Context: an optimization exercise on an open-source flow, tuned for small area. The choices shown serve that exercise and are no tape-out recipe. Function was checked by simulation only, so behaviour that the tests miss may differ from the original.

==> flow/design.v, too long to show whole: its modules and the start of the top module <==
// module lif_neuron: 132 lines
// module lif_leak: 818 lines
// module lif_fa: 10 lines
// module lif_maj: 8 lines
// module lif_ao22: 9 lines
// module lif_aoi22: 9 lines
// module lif_aoi221: 10 lines
// module lif_aoi222: 11 lines
// module lif_aoi21: 8 lines
// module lif_nor2: 7 lines
// module lif_ha: 9 lines
// module lif_benc: 10 lines
// module lif_benc0: 9 lines
// module lif_benc7: 9 lines
// module lif_xor2: 7 lines
// module lif_xnor2: 7 lines
// module lif_or2: 7 lines
// module lif_inv: 6 lines
module lif_neuron (
    input  wire        clk,
    input  wire        rst,
    input  wire [15:0] threshold,
    input  wire [15:0] leak_rate,
    input  wire [7:0]  refractory,
    input  wire        leaky_enable,
    input  wire        reset_on_spike,
    input  wire [15:0] input_neuron_id,
    input  wire [7:0]  synapse_weight,
    input  wire        spike_in_valid,
    output wire        spike_in_ready,
    output reg  [15:0] output_neuron_id,
    output reg         spike_out_valid,
    input  wire        spike_out_ready,
    input  wire [15:0] neuron_id,
    output reg  [15:0] membrane_potential,
    output wire        in_refractory,
    output reg  [7:0]  refract_counter
);
  // ...
==> flow/flow/run.sh <==
#!/bin/bash
# Standard ORFS layout (the standard.sh: standard synthesis, floorplan,
# placement, CTS, routing) with these changes:
# - after floorplan, flow/downsize.tcl sets combinational cells that synthesis
#   upsized back to drive strength 1 (repair steps size up what needs it);
# - the buffers that buffer_ports puts on every input and output port are the
#   smallest plain buffer (sky130_fd_sc_hd__buf_1) instead of the cell the
#   resizer picks by default;
# - clock tree synthesis uses clkbuf_8 buffers and no dummy loads;
# - synthesis (ABC) buffers are removed at floorplan (REMOVE_ABC_BUFFERS);
# make's whole output goes to make_finish.log; each ORFS step keeps its own
# log under orfs/logs/.
set -euo pipefail
cd "$(dirname "$0")/.."
bash standard.sh \
  "POST_FLOORPLAN_TCL=$PWD/flow/downsize.tcl" \
  "BUFFER_PORTS_ARGS=-buffer_cell sky130_fd_sc_hd__buf_1" \
  "CTS_ARGS=-sink_clustering_enable -repair_clock_nets -dont_use_dummy_load -buf_list sky130_fd_sc_hd__clkbuf_8" \
  "REMOVE_ABC_BUFFERS=1" \
  finish > make_finish.log 2>&1
==> flow/flow/downsize.tcl <==
# Sourced by ORFS at the end of floorplan (POST_FLOORPLAN_TCL).  Synthesis
# (ABC) maps small helper modules on their own and often picks a larger drive
# strength than the layout needs; set every combinational cell that has a
# size-1 variant of the same function back to size 1.  The later repair steps
# (repair_design, repair_timing) size cells up again where timing, slew or
# capacitance need it.  Flip-flops and clock cells are left alone.
set db [ord::get_db]
set block [ord::get_db_block]
set swapped 0
foreach inst [$block getInsts] {
  set master [$inst getMaster]
  set name [$master getName]
  if {![regexp {^(sky130_fd_sc_hd__[a-z0-9]+)_([0-9]+)$} $name -> base size]} { continue }
  if {$size <= 1} { continue }
  if {[regexp {__(df|sdf|edf|dl|clk|dly|conb|tap|fill|decap|diode)} $base]} { continue }
  set small [$db findMaster ${base}_1]
  if {$small eq "NULL" || $small eq ""} { continue }
  if {[$small getWidth] >= [$master getWidth]} { continue }
  $inst swapMaster $small
  incr swapped
}
puts "downsize.tcl: $swapped cells set to drive strength 1"
==> flow/standard.sh <==
#!/bin/bash
# synth_recipe.tcl (not shown) runs the flow's synth.tcl, then flattens the netlist and writes it again
# the make line also repeats each setting of config.mk as NAME=value (left out here)
make -C /OpenROAD-flow-scripts/flow DESIGN_CONFIG=/design/flow/config.mk WORK_HOME=/design/flow/orfs CLKGATE_MAP_FILE= SYNTH_SCRIPT=/design/flow/synth_recipe.tcl "${@:-finish}"
==> flow/config.mk <==
export PLATFORM = sky130hd
export DESIGN_NAME = lif_neuron
export DESIGN_NICKNAME = lif_neuron
export VERILOG_FILES = /design/flow/design.v
export SDC_FILE = /design/flow/constraint.sdc
export NUM_CORES = 4
export LEC_CHECK = 0
export CAP_MARGIN = 5
export CORE_MARGIN = 2
export CORE_UTILIZATION = 65
export GPL_TIMING_DRIVEN = 0
export PLACE_DENSITY = 0.85
export SLEW_MARGIN = 5
export SYNTH_HIERARCHICAL = 1
export SYNTH_MINIMUM_KEEP_SIZE = 0
==> flow/constraint.sdc <==
create_clock -name core_clock -period 14.0 [get_ports {clk}]
set_input_delay 2.8000 -clock core_clock [delete_from_list [all_inputs] [get_ports {clk}]]
set_output_delay 2.8000 -clock core_clock [all_outputs]
set_load 0.01 [all_outputs]
==> impl_metrics.yaml, run 1 <==
clock_tree:
  clock_tree.buffer_depth: 2
  post-cts-setup-buffers: 0
  number_of_buffers_created_by_cts: 5
worst_setup_path:
  critPathLaunch: "leak_rate[11]"
  ff_to_ff_path_depth: 30
  timing.critical_path.depth: 30
  critPathTopFamily: "adder cells"
  crit_top_cell: "sky130_fd_sc_hd__fa_1"
  worst_setup_path_end_kind: "flip-flop"
grt:
  met3_usage: 0.0515
  grt_pass1_wl_mm: 31.9
  grt_util_met2: 0.522
  grt_usage: 0.308
finish:
  fraction_of_area_in_multi_input_gates: 0.780
  layout.clock.cell_area_share: 0.00887
  largest_registers: "membrane_potential (16), output_neuron_id (16), refract_counter (8)"
  seq_cell_count: 43
  multi_input_area_sq_mm: 0.00605
  seq-cell-share: 0.111
job:
  drv_cap: 1
die:
  initial_utilization: 0.658
  num_tap_cells: 147
yosys:
  muxShareOfSynthArea: 0.00144
  combinational_family_with_the_most_area_after_synthesis: "adder cells"
  post_synth_inst_count: 690
outcome:
  run_status: "complete, but fails checks"
  checkFailReasons: "capacitance limit, slew limit"
drt:
  dr.first_iter.drc_count: 681
  detailedRoute.firstPassIterationCount: 9
  dr_total_vias: 6241
  wl_met1_mm: 7.65
  avgViaCountPerCell: 6.56
  wirelength_mm: 19.5
sta:
  period_needed_ns: 13.18
  worst_pin_slew_ns: 1.50
  report.final.slew_viol_count: 1
placed_design:
  place_area_sq_mm: 0.00764
min_path:
  min-delay-path-class: "reg2reg"
==> inputs of run 2 (changes only) <==
--- a/flow/design.v
+++ b/flow/design.v
@@ -927,31 +927,43 @@
     lif_fa u_fs239 (.a(fc132), .b(fs183), .c(fc182), .s(xa[10]), .co(xb[11]));
     lif_fa u_fs241 (.a(fc136), .b(fs185), .c(fc184), .s(xa[11]), .co(xb[12]));
     lif_fa u_fs243 (.a(bp_6_16), .b(fs187), .c(fc186), .s(xa[12]), .co(xb[13]));
     lif_fa u_fs245 (.a(fc138), .b(bs_7_15), .c(fc188), .s(xa[13]), .co(xb[14]));
     wire fc248;
     lif_fa u_fs247 (.a(m[13]), .b(bs_7_16), .c(fs189), .s(xa[14]), .co(fc248));
     wire lc249 = (bn_0_0 & bp_0_0) | (bn_0_0 & 1'b1) | (bp_0_0 & 1'b1);
     wire lc250 = (bp_0_1 & 1'b1) | (bp_0_1 & lc249) | (1'b1 & lc249);
-    wire lc251 = (bp_1_0 & fs191) | (bp_1_0 & lc250) | (fs191 & lc250);
-    wire lc252 = (fs193 & fc192) | (fs193 & lc251) | (fc192 & lc251);
-    wire lc253 = (fs195 & fc194) | (fs195 & lc252) | (fc194 & lc252);
-    wire lc254 = (fs197 & fc196) | (fs197 & lc253) | (fc196 & lc253);
-    wire lc255 = (fs199 & fc198) | (fs199 & lc254) | (fc198 & lc254);
-    wire lc256 = (fs201 & fc200) | (fs201 & lc255) | (fc200 & lc255);
-    wire lc257 = (fs203 & fc202) | (fs203 & lc256) | (fc202 & lc256);
-    wire lc258 = (fs205 & fc204) | (fs205 & lc257) | (fc204 & lc257);
-    wire lc259 = (fs207 & fc206) | (fs207 & lc258) | (fc206 & lc258);
-    wire lc260 = (fs209 & fc208) | (fs209 & lc259) | (fc208 & lc259);
-    wire lc261 = (fs211 & fc210) | (fs211 & lc260) | (fc210 & lc260);
-    wire lc262 = (fs213 & fc212) | (fs213 & lc261) | (fc212 & lc261);
-    wire lc263 = (fs215 & fc214) | (fs215 & lc262) | (fc214 & lc262);
-    wire lc264 = (fs217 & fc216) | (fs217 & lc263) | (fc216 & lc263);
-    assign nc = lc264;
+    wire lc251;
+    lif_maj u_lc2 (.a(bp_1_0), .b(fs191), .c(lc250), .y(lc251));
+    wire lc252;
+    lif_maj u_lc3 (.a(fs193), .b(fc192), .c(lc251), .y(lc252));
+    wire lc253;
+    lif_maj u_lc4 (.a(fs195), .b(fc194), .c(lc252), .y(lc253));
+    wire lc254;
+    lif_maj u_lc5 (.a(fs197), .b(fc196), .c(lc253), .y(lc254));
+    wire lc255;
+    lif_maj u_lc6 (.a(fs199), .b(fc198), .c(lc254), .y(lc255));
+    wire lc256;
+    lif_maj u_lc7 (.a(fs201), .b(fc200), .c(lc255), .y(lc256));
+    wire lc257;
+    lif_maj u_lc8 (.a(fs203), .b(fc202), .c(lc256), .y(lc257));
+    wire lc258;
+    lif_maj u_lc9 (.a(fs205), .b(fc204), .c(lc257), .y(lc258));
+    wire lc259;
+    lif_maj u_lc10 (.a(fs207), .b(fc206), .c(lc258), .y(lc259));
+    wire lc260;
+    lif_maj u_lc11 (.a(fs209), .b(fc208), .c(lc259), .y(lc260));
+    wire lc261;
+    lif_maj u_lc12 (.a(fs211), .b(fc210), .c(lc260), .y(lc261));
+    wire lc262;
+    lif_maj u_lc13 (.a(fs213), .b(fc212), .c(lc261), .y(lc262));
+    wire lc263;
+    lif_maj u_lc14 (.a(fs215), .b(fc214), .c(lc262), .y(lc263));
+    lif_maj u_lc15 (.a(fs217), .b(fc216), .c(lc263), .y(nc));
 endmodule
 module lif_fa (
     input  wire a,
     input  wire b,
     input  wire c,
     output wire s,
     output wire co
 );
==> flow/config.mk (replaced) <==
export PLATFORM = sky130hd
export DESIGN_NAME = lif_neuron
export DESIGN_NICKNAME = lif_neuron
export VERILOG_FILES = /design/flow/design.v
export SDC_FILE = /design/flow/constraint.sdc
export NUM_CORES = 4
export LEC_CHECK = 0
export CAP_MARGIN = 2
export CORE_MARGIN = 2
export CORE_UTILIZATION = 55
export GPL_TIMING_DRIVEN = 0
export PLACE_DENSITY = 0.75
export SLEW_MARGIN = 2
export SYNTH_HIERARCHICAL = 1
export SYNTH_MINIMUM_KEEP_SIZE = 0
==> run 2 against run 1 <==
  * Now clean on timing, DRC and antenna
  * Critical path type unchanged
  * Non-clock buffer count up 2
  * Clock skew up 0.010 ns
  * Maximum frequency down 0.60%
  * Sequential share of layout area about the same
  * Largest cell class unchanged
  * Clock-buffer cell count unchanged
  * Die area up 16%
==> impl_metrics.yaml, run 2 <==
worst_setup_path:
  ff_to_ff_path_depth: 33
  critical_path.reg2reg.endpoint: "membrane_potential[15]"
  critPathSlowestCell: "sky130_fd_sc_hd__buf_1"
  timing.setup.critical_path_class: "in2reg"
  worst_ep_arrival_time_ns: 13.48
  crit_top_cell: "sky130_fd_sc_hd__fa_1"
  r2r_start: "membrane_potential[3]"
  worst_setup_path_end_kind: "flip-flop"
  cp-start-kind: "input pin"
  worst_ep_required_time_ns: 14.22
  critPathMaxStageDelay_ns: 0.63
  crit_fanout: 16
  regToRegSetupSlack_ns: 2.24
grt:
  grt_usage: 0.252
  antenna_found_initial: 0
  grt_max_degree: 33
  grt.overflow.total: 0
  grt_pass1_wl_mm: 29.7
  grt_pass1_vias: 5999
drt:
  detail_route.drc_violations: 0
  wirelength_mm: 18.7
  dr_total_vias: 5954
  detailedRoute.firstPassIterationCount: 7
  avgViaCountPerCell: 6.18
  dr.first_iter.drc_count: 586
  wl_per_cell_um: 19.4
  postRouteAntennaNets: 0
finish:
  ant_cells: 0
  area_growth_syn_to_layout_pct: 0.0486
  most_common_cell_after_layout_fill_and_taps_aside: "sky130_fd_sc_hd__xnor2_1"
  fraction_of_layout_instances_using_a_drive_strength_above_1: 0.0230
  largest_registers: "membrane_potential (16), output_neuron_id (16), refract_counter (8)"
  fin_nets: 995
  mostFrequentLayoutCells: "138 x sky130_fd_sc_hd__xnor2_1, 136 x sky130_fd_sc_hd__a22oi_1, 115 x sky130_fd_sc_hd__fa_1"
  fin_util: 0.561
clock_tree:
  clock-root-buffer: "sky130_fd_sc_hd__clkbuf_8"
  post-cts-setup-buffers: 0
  cts-htree-levels: 2
  tritoncts: "done"
  worst_setup_hold_path_clk_slew_ns: 0.09
  number_of_buffers_created_by_cts: 5
  postCtsHoldBufs: 0
  clock_tree.buffer_depth: 2
  numClockSinks: 43
  insertion_delay_ns: 0.32
  cts_resized: 0
sta:
  rsz0062_at_grt: "no"
  worst_pin_slew_ns: 1.29
  period_needed_ns: 13.27
  timing.final.hold_violations: 0
  slew_headroom: 0.140
  clock_skew_ns: 0.0236
  finalSetupTns_ns: 0
  report.final.slew_viol_count: 0
  post-route-period-util: 0.948
  fmaxAchievable_ghz: 0.0754
  setup_viol_count_final: 0
yosys:
  yosys_register_bits: 43
  synth_flop_cell: "sky130_fd_sc_hd__dfxtp_1"
  cell_with_the_most_instances_after_synthesis: "sky130_fd_sc_hd__xnor2_1"
  post-synth-top-area-fraction: 0.298
  synth_common_cells: "138 x sky130_fd_sc_hd__xnor2_1, 136 x sky130_fd_sc_hd__a22oi_2, 115 x sky130_fd_sc_hd__fa_1"
  yosysTopAreaCell: "sky130_fd_sc_hd__fa_1"
  synthTopCellsByArea: "sky130_fd_sc_hd__fa_1 30%, sky130_fd_sc_hd__a22oi_2 22%, sky130_fd_sc_hd__xnor2_1 16%"
  synth.lib_cells_used.distinct: 37
  synthesis.yosys.warnings: 7
  postSynth.asyncResetShare: 0
  synth_enable_flop_cells: 0
  synth_seq_area_share: 0.111
  post_synth_instance_area_sq_mm: 0.00772
  post_synth_inst_count: 667
  postSynthAreaPerCell_sq_um: 11.6
die:
  core.rowCount: 43
  die_span_in_y_um: 123
  fp.dieArea_sq_mm: 0.0150
  initial_utilization: 0.561
  core-area_sq_mm: 0.0138
  io_pins: 129
  chipWidth_um: 123
placed_design:
  globalplace.congestion: 0.861
  place.detailed.hpwl_mm: 13.9
  portBuffers: 112
min_path:
  min-delay-start: "output_neuron_id[9]"
  min-delay-path-class: "reg2reg"
  hold_path_depth: 1
  hold-path-endpoint: "output_neuron_id[9]"
outcome:
  run_status: "complete, no violations"
job:
  drv_cap: 0
[run 2: logic make-up after synthesis]
logic type               Yosys count  synth area share
buffers and inverters             45            0.0227
other                              1          0.000486
adder cells (fa/ha/maj)          152             0.353
AO/OA/AOI/OAI                    191             0.286
AND/OR/NAND/NOR                   86            0.0570
flip-flops                        43             0.111
XOR/XNOR                         148             0.168
multiplexers                       1           0.00146
[run 2: worst max-delay path: cells and delay by family]
family | cells | cell delay (ns)
buf+inv | 1 | 0.63
xor+xnor | 2 | 0.45
simple gates | 1 | 0.04
compound gates | 2 | 0.33
fa+ha+maj | 27 | 9.22
[run 2: per-module statistics from Yosys, one instance, submodules excluded, a selection]
| module | cells inside | area (sq um) |
|---|---|---|
| lif_fa | 1 | 20.0 |
| lif_ha | 1 | 12.5 |
| lif_neuron | 109 | 1250 |
| lif_benc | 4 | 31.3 |
| lif_maj | 1 | 11.3 |
| lif_nor2 | 1 | 3.75 |
| lif_inv | 1 | 3.75 |
| lif_aoi222 | 1 | 10.0 |
| lif_benc7 | 1 | 12.5 |
| lif_ao22 | 1 | 8.76 |
| lif_leak | 19 | 76.3 |
| lif_or2 | 1 | 6.26 |
[run 2: through the flow]
step	hold slack [ns]	cell area, sq um	setup slack, ns	std cells
2_1_floorplan	0.469	7710	1.74	664
3_3_place_gp	0.451	7580	0.531	956
3_5_place_dp	0.452	7590	0.452	957
4_1_cts	0.474	7660	0.756	962
5_1_grt	0.492	7730	0.363	964
6_report	0.473	7730	0.735	964
[run 2: worst max path at each step]
stage / startpoint / endpoint / slack (ns) / cells after the start
floorplan: leak_rate[4] / membrane_potential[15] / 1.74 / 34
global placement: leak_rate[5] / membrane_potential[15] / 0.53 / 33
detailed placement: leak_rate[5] / membrane_potential[15] / 0.45 / 33
global route: leak_rate[4] / membrane_potential[15] / 0.36 / 35
finish: leak_rate[5] / membrane_potential[15] / 0.73 / 33
CTS: leak_rate[5] / membrane_potential[15] / 0.76 / 33
[run 2: layout make-up]
| type | count | area [sq um] |
|---|---|---|
| clock buffer | 5 | 68.8 |
| fill | 1268 | 6050 |
| inverter | 42 | 158 |
| multi-input combinational | 579 | 5960 |
| sequential | 43 | 861 |
| tap | 180 | 225 |
| timing repair buffer | 115 | 454 |
[run 2: routing by layer]
| metal | global-route usage | routed length [um] |
|---|---|---|
| met1 | 0.330 | 7630 |
| met2 | 0.436 | 9420 |
| met3 | 0.0390 | 1310 |
| met4 | 0.0661 | 339 |
| met5 | 0 | 0 |
==> inputs of run 3 (changes only) <==
--- a/flow/config.mk
+++ b/flow/config.mk
@@ -5,11 +5,11 @@
 export SDC_FILE = /design/flow/constraint.sdc
 export NUM_CORES = 4
 export LEC_CHECK = 0
-export CAP_MARGIN = 2
+export CAP_MARGIN = 5
 export CORE_MARGIN = 2
 export CORE_UTILIZATION = 55
 export GPL_TIMING_DRIVEN = 0
 export PLACE_DENSITY = 0.75
-export SLEW_MARGIN = 2
+export SLEW_MARGIN = 5
 export SYNTH_HIERARCHICAL = 1
 export SYNTH_MINIMUM_KEEP_SIZE = 0
==> run 3 against run 2 <==
  * Sequential cell count unchanged
  * Critical endpoint unchanged
  * Still clean on timing, DRC and antenna
  * Clock skew grew 0.0018 ns
  * Register-to-register slack improved by 0.06 ns
  * Critical path depth rose by 2
  * Routed wire length up 0.47%
  * Design area grew 0.13%
  * Highest routed layer unchanged
  * Global-route usage is 0.35 points higher
  * Clock-buffer cell count is the same
==> impl_metrics.yaml, run 3 <==
drt:
  wirelength_mm: 18.8
  postRouteAntennaNets: 0
  dr.max_layer_used: "met4"
  wl_met1_mm: 7.81
  detailedRoute.firstPassIterationCount: 8
  detail_route.drc_violations: 0
  met3RoutedLength_mm: 1.25
  dr_total_vias: 5884
  dr_wl_met2_mm: 9.50
  wl_per_cell_um: 19.5
  dr.first_iter.drc_count: 582
  avgViaCountPerCell: 6.10
die:
  core-area_sq_mm: 0.0138
  core.rowCount: 43
  die_span_in_y_um: 123
  fp.dieArea_sq_mm: 0.0150
  initial_utilization: 0.561
  chipWidth_um: 123
  io_pins: 129
grt:
  grt.overflow.total: 0
  antenna_found_initial: 0
  grt_usage: 0.256
  grt_max_degree: 33
  grt_pass1_vias: 5959
  grt_pass1_wl_mm: 30.0
yosys:
  synth_flop_cell: "sky130_fd_sc_hd__dfxtp_1"
  yosys_register_bits: 43
  synth.lib_cells_used.distinct: 37
  synthTopCellsByArea: "sky130_fd_sc_hd__fa_1 30%, sky130_fd_sc_hd__a22oi_2 22%, sky130_fd_sc_hd__xnor2_1 16%"
  yosysTopAreaCell: "sky130_fd_sc_hd__fa_1"
  synth_enable_flop_cells: 0
  post-synth-top-area-fraction: 0.298
  cell_with_the_most_instances_after_synthesis: "sky130_fd_sc_hd__xnor2_1"
  synth_common_cells: "138 x sky130_fd_sc_hd__xnor2_1, 136 x sky130_fd_sc_hd__a22oi_2, 115 x sky130_fd_sc_hd__fa_1"
  synthesis.yosys.warnings: 7
  postSynth.asyncResetShare: 0
  synth_seq_area_share: 0.111
  postSynthAreaPerCell_sq_um: 11.6
  post_synth_instance_area_sq_mm: 0.00772
  post_synth_inst_count: 667
worst_setup_path:
  timing.setup.critical_path_class: "in2reg"
  worst_setup_path_end_kind: "flip-flop"
  worst_ep_required_time_ns: 14.22
  cp-start-kind: "input pin"
  number_of_buffer_and_inverter_stages_on_the_critical_path: 1
  crit_top_cell: "sky130_fd_sc_hd__fa_1"
  crit_fanout: 16
  critPathSlowestCell: "sky130_fd_sc_hd__buf_1"
  worst_ep_arrival_time_ns: 13.48
  critPathMaxStageDelay_ns: 0.65
  critPathTopFamily: "adder cells"
finish:
  mostFrequentLayoutCells: "138 x sky130_fd_sc_hd__xnor2_1, 136 x sky130_fd_sc_hd__a22oi_1, 115 x sky130_fd_sc_hd__fa_1"
  fillerInstances: 1258
  ant_cells: 0
  most_common_cell_after_layout_fill_and_taps_aside: "sky130_fd_sc_hd__xnor2_1"
  finish.instance_area_sq_mm: 0.00774
  area_growth_syn_to_layout_pct: 0.178
  fin_nets: 996
  largest_registers: "membrane_potential (16), output_neuron_id (16), refract_counter (8)"
  fraction_of_layout_instances_using_a_drive_strength_above_1: 0.0255
sta:
  finalSetupTns_ns: 0
  slew_headroom: 0.201
  clock_skew_ns: 0.0254
  post-route-period-util: 0.948
  setup_viol_count_final: 0
  worst_pin_slew_ns: 1.20
  hold-worst-slack_ns: 0.469
  report.final.slew_viol_count: 0
  period_needed_ns: 13.27
  timing.final.hold_violations: 0
  fmaxAchievable_ghz: 0.0754
  rsz0062_at_grt: "no"
min_path:
  min-delay-path-class: "reg2reg"
clock_tree:
  worst_setup_hold_path_clk_slew_ns: 0.09
  insertion_delay_ns: 0.31
  tritoncts: "done"
  clock-root-buffer: "sky130_fd_sc_hd__clkbuf_8"
  post-cts-setup-buffers: 0
  number_of_buffers_created_by_cts: 5
  numClockSinks: 43
  clock_tree.buffer_depth: 2
  postCtsHoldBufs: 0
  cts_resized: 0
  cts-htree-levels: 2
job:
  drv_cap: 0
placed_design:
  globalplace.congestion: 0.861
  place.detailed.hpwl_mm: 14.0
  place_area_sq_mm: 0.00761
  portBuffers: 112
outcome:
  run_status: "complete, no violations"
## run 3: cell counts after synthesis
No cell type changed its count.
## run 3: path summary, 6_finish.rpt
kind | from | to | slack [ns] | depth (start not counted)
worst max-delay path | leak_rate[4] | membrane_potential[15] | 0.73 | 35
worst min register to register | output_neuron_id[9] | output_neuron_id[9] | 0.47 | 1
worst max register to register | membrane_potential[3] | membrane_potential[15] | 2.30 | 32
worst min-delay path | output_neuron_id[9] | output_neuron_id[9] | 0.47 | 1
## run 3: cell families (layout without fill, tap and decap cells)
group,count (synthesis),count (layout),synth area share
compound gates,191,191,0.286
fa+ha+maj,152,152,0.353
xor+xnor,148,148,0.168
simple gates,86,86,0.0570
buf+inv,45,163,0.0227
flops,43,43,0.111
other cells,1,1,0.000486
mux,1,1,0.00146
## run 3: Yosys stat by module (local to each module, per instance), a selection
module | copies in the design | area [sq um] | cells inside | flops+latches
lif_xnor2 | 136 | 8.76 | 1 | 0
lif_aoi222 | 15 | 10.0 | 1 | 0
lif_neuron | 1 | 1250 | 109 | 43
lif_benc7 | 1 | 12.5 | 1 | 0
lif_benc | 6 | 31.3 | 4 | 0
lif_nor2 | 16 | 3.75 | 1 | 0
lif_leak | 1 | 76.3 | 19 | 0
lif_aoi22 | 136 | 12.5 | 1 | 0
lif_ao22 | 24 | 8.76 | 1 | 0
lif_inv | 19 | 3.75 | 1 | 0
lif_or2 | 17 | 6.26 | 1 | 0
lif_fa | 115 | 20.0 | 1 | 0
## run 3: through the flow
| stage | instances | util | setup WS (ns) |
|---|---|---|---|
| after floorplan | 664 | - | 1.74 |
| after global placement | 956 | 0.550 | 0.531 |
| after detailed placement | 960 | 0.553 | 0.435 |
| after CTS | 965 | 0.558 | 0.754 |
| after global routing | 965 | 0.562 | 0.348 |
| final | 965 | 0.562 | 0.733 |
## run 3: routing by layer
metal / global-route usage / up-vias
met2: 0.435 / 230
met1: 0.342 / 2988
met4: 0.0582 / 0
met3: 0.0432 / 17
li1: - / 2649
met5: 0 / -
## run 3: area by class of cell
type	instances	area [sq um]	area share
multi-input combinational	579	5970	0.772
sequential	43	861	0.111
timing repair buffer	116	454	0.0587
clock buffer	5	68.8	0.00889
inverter	42	158	0.0204
tap	180	225	0.0291
==> inputs of run 4 (changes only) <==
--- a/flow/config.mk
+++ b/flow/config.mk
@@ -7,9 +7,9 @@
 export LEC_CHECK = 0
 export CAP_MARGIN = 5
 export CORE_MARGIN = 2
-export CORE_UTILIZATION = 55
+export CORE_UTILIZATION = 50
 export GPL_TIMING_DRIVEN = 0
-export PLACE_DENSITY = 0.75
+export PLACE_DENSITY = 0.8
 export SLEW_MARGIN = 5
 export SYNTH_HIERARCHICAL = 1
 export SYNTH_MINIMUM_KEEP_SIZE = 0
==> run 4 against run 3 <==
  * Still clean
  * Register-to-register slack gained 0.04 ns
  * Cell count grew 0.52%
  * Critical path depth shrank 2
  * Critical endpoint unchanged
  * Largest cell class unchanged
==> impl_metrics.yaml, run 4 <==
yosys:
  synthesis.yosys.warnings: 7
  synth_seq_area_share: 0.111
  cell_with_the_most_instances_after_synthesis: "sky130_fd_sc_hd__xnor2_1"
  synth_common_cells: "138 x sky130_fd_sc_hd__xnor2_1, 136 x sky130_fd_sc_hd__a22oi_2, 115 x sky130_fd_sc_hd__fa_1"
  post_synth_inst_count: 667
  postSynth.asyncResetShare: 0
  yosysTopAreaCell: "sky130_fd_sc_hd__fa_1"
  post_synth_instance_area_sq_mm: 0.00772
  synth_enable_flop_cells: 0
  post-synth-top-area-fraction: 0.298
  yosys_register_bits: 43
  synthTopCellsByArea: "sky130_fd_sc_hd__fa_1 30%, sky130_fd_sc_hd__a22oi_2 22%, sky130_fd_sc_hd__xnor2_1 16%"
  synth_flop_cell: "sky130_fd_sc_hd__dfxtp_1"
  postSynthAreaPerCell_sq_um: 11.6
  synth.lib_cells_used.distinct: 37
sta:
  setup_viol_count_final: 0
  slew_headroom: 0.145
  finalSetupTns_ns: 0
  rsz0062_at_grt: "no"
  fmaxAchievable_ghz: 0.0761
  report.final.slew_viol_count: 0
  period_needed_ns: 13.14
  post-route-period-util: 0.939
  hold-worst-slack_ns: 0.466
  worst_pin_slew_ns: 1.28
  clock_skew_ns: 0.0191
  timing.final.hold_violations: 0
grt:
  grt_pass1_wl_mm: 30.9
  grt.overflow.total: 0
  antenna_found_initial: 0
  met3_usage: 0.0355
  grt_usage: 0.234
  grt_max_degree: 33
  grt_pass1_vias: 6238
  grt_util_met1: 0.303
  grt_util_met2: 0.403
  grt.busiest_layer: "met2"
worst_setup_path:
  cp-start-kind: "input pin"
  worst_ep_required_time_ns: 14.20
  worst_ep_arrival_time_ns: 13.34
  worst_setup_path_end_kind: "flip-flop"
  timing.setup.critical_path_class: "in2reg"
  critPathSlowestCell: "sky130_fd_sc_hd__buf_1"
  critPathMaxStageDelay_ns: 0.66
  crit_fanout: 16
  regToRegSetupSlack_ns: 2.34
  crit_top_cell: "sky130_fd_sc_hd__fa_1"
finish:
  multi_input_area_sq_mm: 0.00599
  fillerInstances: 1372
  ant_cells: 0
  mostFrequentLayoutCells: "138 x sky130_fd_sc_hd__xnor2_1, 136 x sky130_fd_sc_hd__a22oi_1, 115 x sky130_fd_sc_hd__fa_1"
  largest_registers: "membrane_potential (16), output_neuron_id (16), refract_counter (8)"
  area_growth_syn_to_layout_pct: 0.275
  fraction_of_layout_instances_using_a_drive_strength_above_1: 0.0256
  most_common_cell_after_layout_fill_and_taps_aside: "sky130_fd_sc_hd__xnor2_1"
  layout.area.seq_sq_um: 861
  finish.instance_area_sq_mm: 0.00774
  fin_nets: 993
die:
  core.rowCount: 45
  chipWidth_um: 128
  core-area_sq_mm: 0.0151
  initial_utilization: 0.510
  fp.dieArea_sq_mm: 0.0165
  io_pins: 129
  die_span_in_y_um: 128
placed_design:
  portBuffers: 112
  place.detailed.hpwl_mm: 13.8
  globalplace.congestion: 0.879
  place_area_sq_mm: 0.00760
drt:
  postRouteAntennaNets: 0
  detailedRoute.firstPassIterationCount: 6
  dr.first_iter.drc_count: 580
  avgViaCountPerCell: 6.22
  dr_total_vias: 6037
  wl_per_cell_um: 19.7
  detail_route.drc_violations: 0
  wirelength_mm: 19.1
min_path:
  min-delay-path-class: "reg2reg"
outcome:
  run_status: "complete, no violations"
clock_tree:
  worst_setup_hold_path_clk_slew_ns: 0.08
  clock-root-buffer: "sky130_fd_sc_hd__clkbuf_8"
  tritoncts: "done"
  numClockSinks: 43
  number_of_buffers_created_by_cts: 5
  cts_resized: 0
  insertion_delay_ns: 0.30
  postCtsHoldBufs: 0
  post-cts-setup-buffers: 0
  cts-htree-levels: 2
  clock_tree.buffer_depth: 2
job:
  drv_cap: 0
[run 4: through the flow]
| step | worst slack, ns | instances | util |
|---|---|---|---|
| 2_1_floorplan | 1.74 | 664 | - |
| 3_3_place_gp | 0.658 | 964 | 0.501 |
| 3_5_place_dp | 0.569 | 965 | 0.502 |
| 4_1_cts | 0.868 | 970 | 0.506 |
| 5_1_grt | 0.391 | 970 | 0.511 |
| 6_report | 0.859 | 970 | 0.511 |
[run 4: cells by family after synthesis]
family                     count (synthesis)  share of synthesized area
AOI/OAI and AO/OA                        191                      0.286
xor gates and xnor gates                 148                      0.168
adders and majority gates                152                      0.353
buffers and inverters                     45                     0.0227
DFF                                       43                      0.111
muxes                                      1                    0.00146
other                                      1                   0.000486
and+or+nand+nor                           86                     0.0570
[run 4: area by class of cell]
type,count,share of cell area
Tap cell,188,0.0304
Inverter,42,0.0204
Sequential cell,43,0.111
Clock buffer,5,0.00889
Timing Repair Buffer,113,0.0553
Multi-Input combinational cell,579,0.774
[run 4: path summary, 6_finish.rpt]
kind / start / cells past startpoint / end
worst min-delay path: output_neuron_id[3] / 1 / output_neuron_id[3]
worst max-delay path: leak_rate[7] / 33 / membrane_potential[15]
worst max register to register: membrane_potential[0] / 35 / membrane_potential[15]
worst min register to register: output_neuron_id[3] / 1 / output_neuron_id[3]
[run 4: Yosys stat by module, one instance, submodules excluded, excerpt]
module	cells	copies in the design
lif_aoi222	1	15
lif_leak	19	1
lif_benc	4	6
lif_aoi21	1	1
lif_neuron	109	1
lif_xnor2	1	136
lif_fa	1	115
lif_inv	1	19
lif_ha	1	4
lif_aoi22	1	136
lif_nor2	1	16
lif_or2	1	17
[run 4: critical path: cells and delay by family]
family                   cells  cell delay, ns
AO/OA/AOI/OAI                2            0.33
XOR/XNOR                     2            0.46
AND/OR/NAND/NOR              1            0.04
buffers and inverters        1            0.66
adder cells (fa/ha/maj)     27            9.04
[run 4: layer usage]
layer	vias to the layer above	share of wire
li1	2642	-
met4	0	0.023
met1	3054	0.39
met5	-	0
met2	305	0.50
met3	36	0.079
==> module lif_neuron, before the edit <==
module lif_neuron (
    input  wire        clk,
    input  wire        rst,
    input  wire [15:0] threshold,
    input  wire [15:0] leak_rate,
    input  wire [7:0]  refractory,
    input  wire        leaky_enable,
    input  wire        reset_on_spike,
    input  wire [15:0] input_neuron_id,
    input  wire [7:0]  synapse_weight,
    input  wire        spike_in_valid,
    output wire        spike_in_ready,
    output reg  [15:0] output_neuron_id,
    output reg         spike_out_valid,
    input  wire        spike_out_ready,
    input  wire [15:0] neuron_id,
    output reg  [15:0] membrane_potential,
    output wire        in_refractory,
    output reg  [7:0]  refract_counter
);
    localparam S_IDLE = 2'd0, S_INT = 2'd1, S_SPK = 2'd2, S_REF = 2'd3;
    reg  [1:0] state;
    wire [15:0] m = membrane_potential;
    wire [7:0]  cnt = refract_counter;
    wire is_ref  = |cnt;
    wire st_idle = (state == S_IDLE);
    wire st_int  = (state == S_INT);
    wire st_spk  = (state == S_SPK);
    wire fire  = st_spk & spike_out_ready;          
    wire leak  = st_idle & leaky_enable;            
    wire nleak = ~leak;
    wire [15:0] nt = ~threshold;
    wire [16:0] gc;
    assign gc[0] = 1'b1;
    genvar gi;
    generate
        for (gi = 0; gi < 15; gi = gi + 1) begin : g_cmp
            lif_maj u_cmp (.a(m[gi]), .b(nt[gi]), .c(gc[gi]), .y(gc[gi + 1]));
        end
    endgenerate
    assign gc[16] = (~m[15] & threshold[15]) | (~m[15] & gc[15]) | (threshold[15] & gc[15]);
    wire ge = gc[16];
    wire take = st_int & ge;                        
    wire [14:0] xa, xb;
    wire nc;
    lif_leak u_leak (.m(m[14:0]), .l(leak_rate), .xa(xa), .xb(xb), .nc(nc));
    wire [15:0] wext = {{8{synapse_weight[7]}}, synapse_weight};
    wire [15:0] nx, ny, nz;
    wire [16:0] nci;
    lif_aoi22 u_nx0 (.a(leak), .b(xa[0]), .c(nleak), .d(m[0]), .y(nx[0]));
    lif_aoi222 u_ny0 (.a(st_int), .b(wext[0]), .c(fire), .d(nt[0]), .e(leak), .f(xb[0]), .y(ny[0]));
    lif_aoi22 u_nx1 (.a(leak), .b(xa[1]), .c(nleak), .d(m[1]), .y(nx[1]));
    lif_aoi222 u_ny1 (.a(st_int), .b(wext[1]), .c(fire), .d(nt[1]), .e(leak), .f(xb[1]), .y(ny[1]));
    lif_aoi22 u_nx2 (.a(leak), .b(xa[2]), .c(nleak), .d(m[2]), .y(nx[2]));
    lif_aoi222 u_ny2 (.a(st_int), .b(wext[2]), .c(fire), .d(nt[2]), .e(leak), .f(xb[2]), .y(ny[2]));
    lif_aoi22 u_nx3 (.a(leak), .b(xa[3]), .c(nleak), .d(m[3]), .y(nx[3]));
    lif_aoi222 u_ny3 (.a(st_int), .b(wext[3]), .c(fire), .d(nt[3]), .e(leak), .f(xb[3]), .y(ny[3]));
    lif_aoi22 u_nx4 (.a(leak), .b(xa[4]), .c(nleak), .d(m[4]), .y(nx[4]));
    lif_aoi222 u_ny4 (.a(st_int), .b(wext[4]), .c(fire), .d(nt[4]), .e(leak), .f(xb[4]), .y(ny[4]));
    lif_aoi22 u_nx5 (.a(leak), .b(xa[5]), .c(nleak), .d(m[5]), .y(nx[5]));
    lif_aoi222 u_ny5 (.a(st_int), .b(wext[5]), .c(fire), .d(nt[5]), .e(leak), .f(xb[5]), .y(ny[5]));
    lif_aoi22 u_nx6 (.a(leak), .b(xa[6]), .c(nleak), .d(m[6]), .y(nx[6]));
    lif_aoi222 u_ny6 (.a(st_int), .b(wext[6]), .c(fire), .d(nt[6]), .e(leak), .f(xb[6]), .y(ny[6]));
    lif_aoi22 u_nx7 (.a(leak), .b(xa[7]), .c(nleak), .d(m[7]), .y(nx[7]));
    lif_aoi222 u_ny7 (.a(st_int), .b(wext[7]), .c(fire), .d(nt[7]), .e(leak), .f(xb[7]), .y(ny[7]));
    lif_aoi22 u_nx8 (.a(leak), .b(xa[8]), .c(nleak), .d(m[8]), .y(nx[8]));
    lif_aoi222 u_ny8 (.a(st_int), .b(wext[8]), .c(fire), .d(nt[8]), .e(leak), .f(xb[8]), .y(ny[8]));
    lif_aoi22 u_nx9 (.a(leak), .b(xa[9]), .c(nleak), .d(m[9]), .y(nx[9]));
    lif_aoi222 u_ny9 (.a(st_int), .b(wext[9]), .c(fire), .d(nt[9]), .e(leak), .f(xb[9]), .y(ny[9]));
    lif_aoi22 u_nx10 (.a(leak), .b(xa[10]), .c(nleak), .d(m[10]), .y(nx[10]));
    lif_aoi222 u_ny10 (.a(st_int), .b(wext[10]), .c(fire), .d(nt[10]), .e(leak), .f(xb[10]), .y(ny[10]));
    lif_aoi22 u_nx11 (.a(leak), .b(xa[11]), .c(nleak), .d(m[11]), .y(nx[11]));
    lif_aoi222 u_ny11 (.a(st_int), .b(wext[11]), .c(fire), .d(nt[11]), .e(leak), .f(xb[11]), .y(ny[11]));
    lif_aoi22 u_nx12 (.a(leak), .b(xa[12]), .c(nleak), .d(m[12]), .y(nx[12]));
    lif_aoi222 u_ny12 (.a(st_int), .b(wext[12]), .c(fire), .d(nt[12]), .e(leak), .f(xb[12]), .y(ny[12]));
    lif_aoi22 u_nx13 (.a(leak), .b(xa[13]), .c(nleak), .d(m[13]), .y(nx[13]));
    lif_aoi222 u_ny13 (.a(st_int), .b(wext[13]), .c(fire), .d(nt[13]), .e(leak), .f(xb[13]), .y(ny[13]));
    lif_aoi22 u_nx14 (.a(leak), .b(xa[14]), .c(nleak), .d(m[14]), .y(nx[14]));
    lif_aoi222 u_ny14 (.a(st_int), .b(wext[14]), .c(fire), .d(nt[14]), .e(leak), .f(xb[14]), .y(ny[14]));
    lif_inv u_nx15 (.a(m[15]), .y(nx[15]));
    lif_aoi22 u_ny15 (.a(st_int), .b(wext[15]), .c(fire), .d(nt[15]), .y(ny[15]));
    lif_aoi21 u_nci (.a(leak), .b(nc), .c(fire), .y(nci[0]));
    generate
        for (gi = 0; gi < 16; gi = gi + 1) begin : g_add
            lif_fa u_fa (.a(nx[gi]), .b(ny[gi]), .c(nci[gi]), .s(nz[gi]), .co(nci[gi + 1]));
        end
    endgenerate
    wire clr = rst | (leak & m[15]) | (fire & reset_on_spike);
    wire clr15 = clr | leak;
    wire [15:0] m_next;
    generate
        for (gi = 0; gi < 15; gi = gi + 1) begin : g_mn
            lif_nor2 u_mn (.a(clr), .b(nz[gi]), .y(m_next[gi]));
        end
    endgenerate
    lif_nor2 u_mn15 (.a(clr15), .b(nz[15]), .y(m_next[15]));
    wire k_id_ld = ~rst & take;
    wire k_id_hd = ~rst & ~take;
    wire [15:0] id_next;
    generate
        for (gi = 0; gi < 16; gi = gi + 1) begin : g_id
            lif_ao22 u_id (.a(k_id_ld), .b(neuron_id[gi]), .c(k_id_hd), .d(output_neuron_id[gi]), .y(id_next[gi]));
        end
    endgenerate
    wire [7:0] dec = cnt - {7'd0, is_ref};
    wire k_c_ld = ~rst & fire;
    wire k_c_dn = ~rst & ~fire;
    wire [7:0] cnt_next;
    generate
        for (gi = 0; gi < 8; gi = gi + 1) begin : g_cn
            lif_ao22 u_cn (.a(k_c_ld), .b(refractory[gi]), .c(k_c_dn), .d(dec[gi]), .y(cnt_next[gi]));
        end
    endgenerate
    reg [1:0] state_next;
    always @(*) begin
        case (state)
            S_IDLE:  state_next = spike_in_valid ? S_INT : S_IDLE;
            S_INT:   state_next = ge ? S_SPK : S_IDLE;
            S_SPK:   state_next = spike_out_ready ? S_REF : S_SPK;
            default: state_next = is_ref ? S_REF : S_IDLE;
        endcase
    end
    always @(posedge clk) begin
        membrane_potential <= m_next;
        output_neuron_id <= id_next;
        refract_counter <= cnt_next;
        spike_out_valid <= ~rst & st_spk & ~spike_out_ready;
        state <= rst ? S_IDLE : state_next;
    end
    assign spike_in_ready = ~is_ref & ~st_spk;
    assign in_refractory = is_ref;
endmodule
==> inputs of run 5 (changes only) <==
--- a/flow/design.v
+++ b/flow/design.v
@@ -32,9 +32,10 @@
     wire [15:0] nt = ~threshold;
     wire [16:0] gc;
     assign gc[0] = 1'b1;
+    assign gc[1] = m[0] | nt[0];                   
     genvar gi;
     generate
-        for (gi = 0; gi < 15; gi = gi + 1) begin : g_cmp
+        for (gi = 1; gi < 15; gi = gi + 1) begin : g_cmp
             lif_maj u_cmp (.a(m[gi]), .b(nt[gi]), .c(gc[gi]), .y(gc[gi + 1]));
         end
     endgenerate
--- a/flow/config.mk
+++ b/flow/config.mk
@@ -7,9 +7,9 @@
 export LEC_CHECK = 0
 export CAP_MARGIN = 5
 export CORE_MARGIN = 2
-export CORE_UTILIZATION = 50
+export CORE_UTILIZATION = 55
 export GPL_TIMING_DRIVEN = 0
-export PLACE_DENSITY = 0.8
+export PLACE_DENSITY = 0.75
 export SLEW_MARGIN = 5
 export SYNTH_HIERARCHICAL = 1
 export SYNTH_MINIMUM_KEEP_SIZE = 0
==> run 5 against run 4 <==
  * Worst hold slack improved by 0.0043 ns
  * Worst setup slack got worse by 0.15 ns
  * Critical path type unchanged
  * Largest cell class unchanged
==> impl_metrics.yaml, run 5 <==
placed_design:
  globalplace.congestion: 0.864
  portBuffers: 112
  post-place-cells: 956
  place.detailed.hpwl_mm: 13.9
yosys:
  synth_simple_gate_area_share: 0.0579
  synth-adder-area-share: 0.352
  synth.lib_cells_used.distinct: 36
  postSynth.asyncResetShare: 0
  combinational_family_with_the_most_area_after_synthesis: "adder cells"
  muxShareOfSynthArea: 0.00146
  post_synth_instance_area_sq_mm: 0.00771
  synth_flop_cell: "sky130_fd_sc_hd__dfxtp_1"
  synth_seq_area_share: 0.112
  yosys_register_bits: 43
  post_synth_inst_count: 666
  post_synth_xor_area_fraction: 0.168
  synth-compound-area-share: 0.286
  synthesis.yosys.warnings: 7
  yosysTopAreaCell: "sky130_fd_sc_hd__fa_1"
  synth_common_cells: "138 x sky130_fd_sc_hd__xnor2_1, 136 x sky130_fd_sc_hd__a22oi_2, 115 x sky130_fd_sc_hd__fa_1"
  cell_with_the_most_instances_after_synthesis: "sky130_fd_sc_hd__xnor2_1"
  synthTopCellsByArea: "sky130_fd_sc_hd__fa_1 30%, sky130_fd_sc_hd__a22oi_2 22%, sky130_fd_sc_hd__xnor2_1 16%"
  post-synth-top-area-fraction: 0.298
  postSynthAreaPerCell_sq_um: 11.6
  synth_enable_flop_cells: 0
finish:
  area_growth_syn_to_layout_pct: 0.0648
  fraction_of_layout_instances_using_a_drive_strength_above_1: 0.0243
  ant_cells: 0
  fin_util: 0.561
  mostFrequentLayoutCells: "138 x sky130_fd_sc_hd__xnor2_1, 136 x sky130_fd_sc_hd__a22oi_1, 115 x sky130_fd_sc_hd__fa_1"
  largest_registers: "membrane_potential (16), output_neuron_id (16), refract_counter (8)"
  most_common_cell_after_layout_fill_and_taps_aside: "sky130_fd_sc_hd__xnor2_1"
  fin_nets: 992
  finish.cell_count_without_fillers: 961
worst_setup_path:
  critPathTopFamily: "adder cells"
  worst_setup_path_end_kind: "flip-flop"
  ff_to_ff_path_depth: 34
  number_of_buffer_and_inverter_stages_on_the_critical_path: 1
  r2r_start: "membrane_potential[3]"
  critPathMaxStageDelay_ns: 0.64
  timing.setup.critical_path_class: "in2reg"
  critical_path.reg2reg.endpoint: "membrane_potential[15]"
  worst_ep_required_time_ns: 14.20
  critPathLaunch: "leak_rate[4]"
  worst_ep_arrival_time_ns: 13.49
  crit_top_cell: "sky130_fd_sc_hd__fa_1"
  critPathSlowestCell: "sky130_fd_sc_hd__buf_1"
  cp-start-kind: "input pin"
  crit_fanout: 16
  regToRegSetupSlack_ns: 2.28
drt:
  detail_route.drc_violations: 0
  detailedRoute.firstPassIterationCount: 9
  wl_per_cell_um: 19.7
  dr.first_iter.drc_count: 539
  wirelength_mm: 18.9
  postRouteAntennaNets: 0
  dr_total_vias: 5981
  avgViaCountPerCell: 6.22
min_path:
  hold_path_depth: 1
  min-delay-start: "output_neuron_id[10]"
  min-delay-path-class: "reg2reg"
  hold-path-endpoint: "output_neuron_id[10]"
sta:
  hold-worst-slack_ns: 0.470
  fmaxAchievable_ghz: 0.0752
  report.final.slew_viol_count: 0
  worst_pin_slew_ns: 1.25
  rsz0062_at_grt: "no"
  clock_skew_ns: 0.00847
  timing.final.hold_violations: 0
  period_needed_ns: 13.29
  setup_viol_count_final: 0
  finalSetupTns_ns: 0
  slew_headroom: 0.165
  post-route-period-util: 0.949
die:
  initial_utilization: 0.560
  core-area_sq_mm: 0.0138
  chipWidth_um: 122
  core.rowCount: 43
  die_span_in_y_um: 122
  io_pins: 129
  fp.dieArea_sq_mm: 0.0150
clock_tree:
  post-cts-setup-buffers: 0
  clock-root-buffer: "sky130_fd_sc_hd__clkbuf_8"
  worst_setup_hold_path_clk_slew_ns: 0.08
  cts_resized: 0
  number_of_buffers_created_by_cts: 5
  cts-htree-levels: 2
  tritoncts: "done"
  numClockSinks: 43
  insertion_delay_ns: 0.30
  clock_tree.buffer_depth: 2
  postCtsHoldBufs: 0
job:
  drv_cap: 0
grt:
  grt_max_degree: 33
  grt_usage: 0.254
  grt.overflow.total: 0
  grt_pass1_vias: 5937
  grt_pass1_wl_mm: 30.0
  antenna_found_initial: 0
outcome:
  run_status: "complete, no violations"
## run 5: cell types whose count changed in the layout (fill, tap and decap cells not counted)
cell / previous run / this run
sky130_fd_sc_hd__buf_4: 1 / 0
sky130_fd_sc_hd__buf_6: 0 / 1
sky130_fd_sc_hd__conb_1: 1 / 0
sky130_fd_sc_hd__maj3_1: 29 / 28
sky130_fd_sc_hd__nand2b_1: 7 / 8
sky130_fd_sc_hd__nor2b_1: 4 / 3
sky130_fd_sc_hd__nor2b_2: 0 / 1
sky130_fd_sc_hd__o22ai_1: 0 / 1
sky130_fd_sc_hd__o22ai_2: 6 / 5
sky130_fd_sc_hd__xor2_1: 4 / 5
sky130_fd_sc_hd__xor2_2: 6 / 5
## run 5: Yosys stat by module, one instance, submodules excluded, a selection
module      area [sq um]  flip-flops and latches  cells inside  times used
lif_neuron          1250                      43           109           1
lif_leak            76.3                       0            19           1
lif_benc            31.3                       0             4           6
lif_fa              20.0                       0             1         115
lif_benc7           12.5                       0             1           1
lif_aoi22           12.5                       0             1         136
lif_ha              12.5                       0             1           4
lif_aoi222          10.0                       0             1          15
lif_aoi21           8.76                       0             1           1
lif_ao22            8.76                       0             1          24
lif_nor2            3.75                       0             1          16
## run 5: how the worst max path moves through the flow
stage | endpoint | slack, ns | cells after the start
finish | membrane_potential[15] | 0.71 | 35
global route | membrane_potential[15] | 0.39 | 35
CTS | membrane_potential[15] | 0.74 | 35
detailed placement | membrane_potential[15] | 0.43 | 35
global placement | membrane_potential[15] | 0.55 | 35
floorplan | membrane_potential[15] | 1.74 | 34
## run 5: through the flow
| stage | setup WS [ns] | instance area (sq um) |
|---|---|---|
| CTS | 0.737 | 7650 |
| finish | 0.710 | 7720 |
| global placement | 0.548 | 7570 |
| global route | 0.389 | 7720 |
| floorplan | 1.74 | 7700 |
| detailed placement | 0.434 | 7590 |
## run 5: worst register-to-register path, delay by kind of cell, from the launching register on
kind / cells / cell delay [ns]
adders and majority gates: 27 / 9.18
and+or+nand+nor: 2 / 0.15
DFF: 1 / 0.63
AOI/OAI and AO/OA: 3 / 1.23
xor gates and xnor gates: 2 / 0.44
## run 5: logic make-up (layout without fill, tap and decap cells)
logic type,count (synthesis),in the layout
AO/OA/AOI/OAI,191,191
adder cells (fa/ha/maj),151,151
XOR/XNOR,148,148
AND/OR/NAND/NOR,87,87
buffers and inverters,45,160
flip-flops,43,43
multiplexers,1,1
## run 5: per-layer routing
layer / up-vias / GRT usage / part of all wire
li1: 2641 / - / -
met1: 3012 / 0.344 / 0.41
met2: 293 / 0.426 / 0.49
met3: 35 / 0.0325 / 0.069
met4: 0 / 0.0790 / 0.025
met5: - / 0 / 0
## run 5: area by class of cell
class	instances	area, sq um
inverters	42	158
repair buffers	113	432
multi-input cells	578	5980
fillers	1267	6050
clock buffers	5	68.8
flip-flops and latches	43	861
well taps	180	225

-- separate check: timing with driven ports --
How much do the figures lean on ideal ports? The routed layouts below were timed once more, with nothing changed but the port constraints. Step 1 (the two cells are an assumption about what drives the block):
set clk [get_ports {clk}]
set_driving_cell -lib_cell sky130_fd_sc_hd__clkbuf_16 $clk
set_driving_cell -lib_cell sky130_fd_sc_hd__buf_2 [delete_from_list [all_inputs] $clk]
Step 2 also shifts input and output timing later by t, the mid clock arrival at the registers, as if the neighbouring blocks saw the same clock. Slacks: ideal ports / drivers / drivers and shift; pairs: ideal ports / drivers.
| run | t, ns | setup WS [ns] | worst setup path at the end | worst register clock-pin slew, ns | cell pins on the clock port's net |
|---|---|---|---|---|---|
| run 1 | 0.325 | 0.815 / 0.821 / 0.496 | input to register | 0.08 / 0.08 | 1 |
| run 2 | 0.340 | 0.735 / 0.743 / 0.403 | input to register | 0.10 / 0.10 | 1 |
| run 3 | 0.338 | 0.733 / 0.742 / 0.404 | input to register | 0.09 / 0.09 | 1 |
| run 4 | 0.318 | 0.859 / 0.846 / 0.528 | input to register | 0.08 / 0.08 | 1 |
| run 5 | 0.335 | 0.710 / 0.717 / 0.382 | input to register | 0.08 / 0.08 | 1 |
The setup slack of run 2, which loses most, moves by +0.008 ns with the drivers and by -0.332 ns with both steps.
